Source: an optimization exercise on an open RTL-to-GDS flow (aim: small area, a short achievable clock period and few clock cycles). Production flows keep margins and buffers that such runs may drop. Only simulation tests tie the RTL to the original design; equivalence was not proved. The clock port is modelled as an ideal driver, which makes a skipped or thinned clock tree look cheaper than it is; a real chip needs a root buffer or a tree. No activity file was given, so power comes from the tool's default toggle rates.

== exp/delta ==
// gaussian_pyramid
module gaussian_pyramid #(
                    parameter BIT_DEPTH = 8,
                    parameter TOP_WIDTH = 16,
                    parameter TOP_HEIGHT = 16
                    ) (
                    input wire clk_in,
                    input wire rst_in,
                    output logic [$clog2(TOP_WIDTH * TOP_HEIGHT)-1:0] ext_read_addr,
                    output logic ext_read_addr_valid,
                    input wire [BIT_DEPTH-1:0] ext_pixel_in,
                    output logic [$clog2(TOP_WIDTH * TOP_HEIGHT)-1:0] O1L1_write_addr,
                    output logic O1L1_write_valid,
                    output logic [BIT_DEPTH-1:0] O1L1_pixel_out,
                    output logic [$clog2(TOP_WIDTH * TOP_HEIGHT)-1:0] O1L2_write_addr,
                    output logic O1L2_write_valid,
                    output logic [BIT_DEPTH-1:0] O1L2_pixel_out,
                    output logic [$clog2(TOP_WIDTH * TOP_HEIGHT)-1:0] O1L3_write_addr,
                    output logic O1L3_write_valid,
                    output logic [BIT_DEPTH-1:0] O1L3_pixel_out,
                    output logic [$clog2(TOP_WIDTH / 2 * TOP_HEIGHT / 2)-1:0] O2L1_write_addr,
                    output logic O2L1_write_valid,
                    output logic [BIT_DEPTH-1:0] O2L1_pixel_out,
                    output logic [$clog2(TOP_WIDTH / 2 * TOP_HEIGHT / 2)-1:0] O2L2_write_addr,
                    output logic O2L2_write_valid,
                    output logic [BIT_DEPTH-1:0] O2L2_pixel_out,
                    output logic [$clog2(TOP_WIDTH / 2 * TOP_HEIGHT / 2)-1:0] O2L3_write_addr,
                    output logic O2L3_write_valid,
                    output logic [BIT_DEPTH-1:0] O2L3_pixel_out,
                    output logic [$clog2(TOP_WIDTH / 4 * TOP_HEIGHT / 4)-1:0] O3L1_write_addr,
                    output logic O3L1_write_valid,
                    output logic [BIT_DEPTH-1:0] O3L1_pixel_out,
                    output logic [$clog2(TOP_WIDTH / 4 * TOP_HEIGHT / 4)-1:0] O3L2_write_addr,
                    output logic O3L2_write_valid,
                    output logic [BIT_DEPTH-1:0] O3L2_pixel_out,
                    output logic [$clog2(TOP_WIDTH / 4 * TOP_HEIGHT / 4)-1:0] O3L3_write_addr,
                    output logic O3L3_write_valid,
                    output logic [BIT_DEPTH-1:0] O3L3_pixel_out,
                    input wire start_in,
                    output logic pyramid_done
                    );
For scale: roughly 2500 cells after synthesis, about 1200 flip-flops, about 0.040 mm^2 of cells after synthesis.
Settings: LEC_CHECK=0, CAP_MARGIN=20, CORE_MARGIN=2, CORE_UTILIZATION=60, SLEW_MARGIN=20, SYNTH_MEMORY_MAX_BITS=16384; clock period 10.0 ns.
standard.sh (not shown) runs the stock make flow with config.mk's settings and CLKGATE_MAP_FILE= SYNTH_SCRIPT=/design/flow/synth_recipe.tcl, a recipe that flattens the netlist after the stock synthesis.
==> flow/flow/run.sh <==
#!/bin/bash
set -euo pipefail
bash standard.sh "POST_CTS_TCL=$PWD/flow/post_cts.tcl" SETUP_SLACK_MARGIN=6.6 BUFFER_PORTS_ARGS=-buffer_cell\ sky130_fd_sc_hd__buf_2 CTS_ARGS=-sink_clustering_enable\ -repair_clock_nets\ -dont_use_dummy_load\ -sink_clustering_size\ 30\ -sink_clustering_max_diameter\ 60 finish > standard_flow.log 2>&1
Other scripts of this flow, unchanged in this note and not shown: flow/flow/post_cts.tcl
Testbench counts of exp/delta, summed over its fixed seeds: cycles 7,392.
## Diff of input files: exp/juniper against exp/delta
Settings: changing CORE_UTILIZATION from 60 to 70.
==> flow/flow/run.sh <==
#!/bin/bash
set -euo pipefail
bash standard.sh "POST_CTS_TCL=$PWD/flow/post_cts.tcl" SETUP_SLACK_MARGIN=6.75 BUFFER_PORTS_ARGS=-buffer_cell\ sky130_fd_sc_hd__buf_2 CTS_ARGS=-sink_clustering_enable\ -repair_clock_nets\ -dont_use_dummy_load\ -sink_clustering_size\ 30\ -sink_clustering_max_diameter\ 60 finish > standard_flow.log 2>&1
### Flow results
Going from exp/delta to exp/juniper, the final non-filler cell total was found to have gone down by 115.
Max delay contributed by the slowest stage of the critical path across exp/delta and exp/juniper: exp/juniper
exp/delta -> exp/juniper: final routed wirelength across all metal layers increased by a few percent
Going from exp/delta to exp/juniper, cell total after placement lower, worst setup slack higher, combinational power higher.
Relative to exp/delta, fraction of the cycle the final worst path needs decreased by 1.3 points in exp/juniper.
exp/juniper vs exp/delta: via count normalized by instance count up by a few percent
Compared exp/juniper against exp/delta; count of unique library cells instantiated by Yosys within noise.
exp/juniper ends up with a utilization that is 11 points higher than in exp/delta.
Global-route usage was higher in exp/juniper than in exp/delta.
The inputs of exp/maple differ from those of exp/juniper as listed below.
Settings: CORE_UTILIZATION changed from 70 to 60.
==> flow/flow/run.sh <==
#!/bin/bash
set -euo pipefail
bash standard.sh "POST_CTS_TCL=$PWD/flow/post_cts.tcl" SETUP_SLACK_MARGIN=6.75 BUFFER_PORTS_ARGS=-buffer_cell\ sky130_fd_sc_hd__buf_2 CTS_ARGS=-sink_clustering_enable\ -repair_clock_nets\ -dont_use_dummy_load\ -sink_clustering_size\ 40\ -sink_clustering_max_diameter\ 55 finish > standard_flow.log 2>&1
Findings:
Looking at the reports, exp/maple completed the entire flow and the layout it produced met the timing, design-rule and antenna checks.
Both conditions hold for exp/juniper: the flow ran to the end and the final layout passed the timing, design-rule and antenna checks.
Summary — combinational fraction of design power, exp/maple relative to exp/juniper: lower, by 1.0 points.
~same area taken by flip-flops and latches in exp/juniper and exp/maple
Compared to exp/juniper, the routing of exp/maple uses less wire.
Area inside the core boundary (lower): exp/juniper
Later-pin clock latency in the skew report (higher): exp/maple
Comparing exp/maple against exp/juniper, there is no change at all in fraction of the mapped netlist area in adder cells.
The post-route worst setup slack of exp/maple was inferior to that of exp/juniper.
> inputs changed (exp/maple -> exp/willow)
==> flow/flow/run.sh <==
#!/bin/bash
set -euo pipefail
bash standard.sh "POST_CTS_TCL=$PWD/flow/post_cts.tcl" SETUP_SLACK_MARGIN=6.75 BUFFER_PORTS_ARGS=-buffer_cell\ sky130_fd_sc_hd__buf_2 CTS_ARGS=-sink_clustering_enable\ -repair_clock_nets\ -dont_use_dummy_load\ -sink_clustering_size\ 30\ -sink_clustering_max_diameter\ 60 finish > standard_flow.log 2>&1
Findings:
- As far as cell count is concerned, exp/maple and exp/willow perform about the same.
- The routed length on met1 of exp/maple and that of exp/willow are within noise of each other.
- There was hardly any difference in global-route usage between exp/maple and exp/willow.
- exp/willow vs exp/maple: worst setup slack up
- In exp/willow relative to exp/maple, number of fill cells in the layout had gone up slightly.
- exp/willow reached the end of the flow, and the finished layout is clean on the timing, design-rule and antenna checks.
- Clock period minus final worst setup slack in exp/willow is 0.038 ns lower than in exp/maple
- Row overall routed net length: exp/willow lower / exp/maple higher
- The routing usage on met2 on exp/maple is in line with that on exp/willow.

afterwards: timing with drivers on the ports:
How much do the figures lean on ideal ports? The routed layouts below were timed once more, with nothing changed but the port constraints.
Step 1 sets driving cells, clkbuf_16 on the clock port and buf_2 on the other inputs (assumed; they add their load-dependent delay and slew).
Step 2 moves the port delays by t, midway between the first and last clock arrival at a register: inputs arrive t later, outputs are due t later. That takes back most of the time a late clock gives input paths.
a / b / c = no drivers / after step 1 / after step 2; a / b = the first two.
run | t, ns | setup slack, ns | worst setup path after step 2
exp/delta | 0.569 | 6.783 / 6.653 / 6.509 | input to register
exp/juniper | 0.549 | 6.914 / 6.792 / 6.663 | input to register
exp/maple | 0.603 | 6.880 / 6.747 / 6.467 | input to register
exp/willow | 0.569 | 6.918 / 6.788 / 6.498 | input to register
After both steps every run listed still meets setup and hold. The setup slack of exp/willow, which loses most, moves by -0.130 ns with the drivers and by -0.420 ns with both steps.
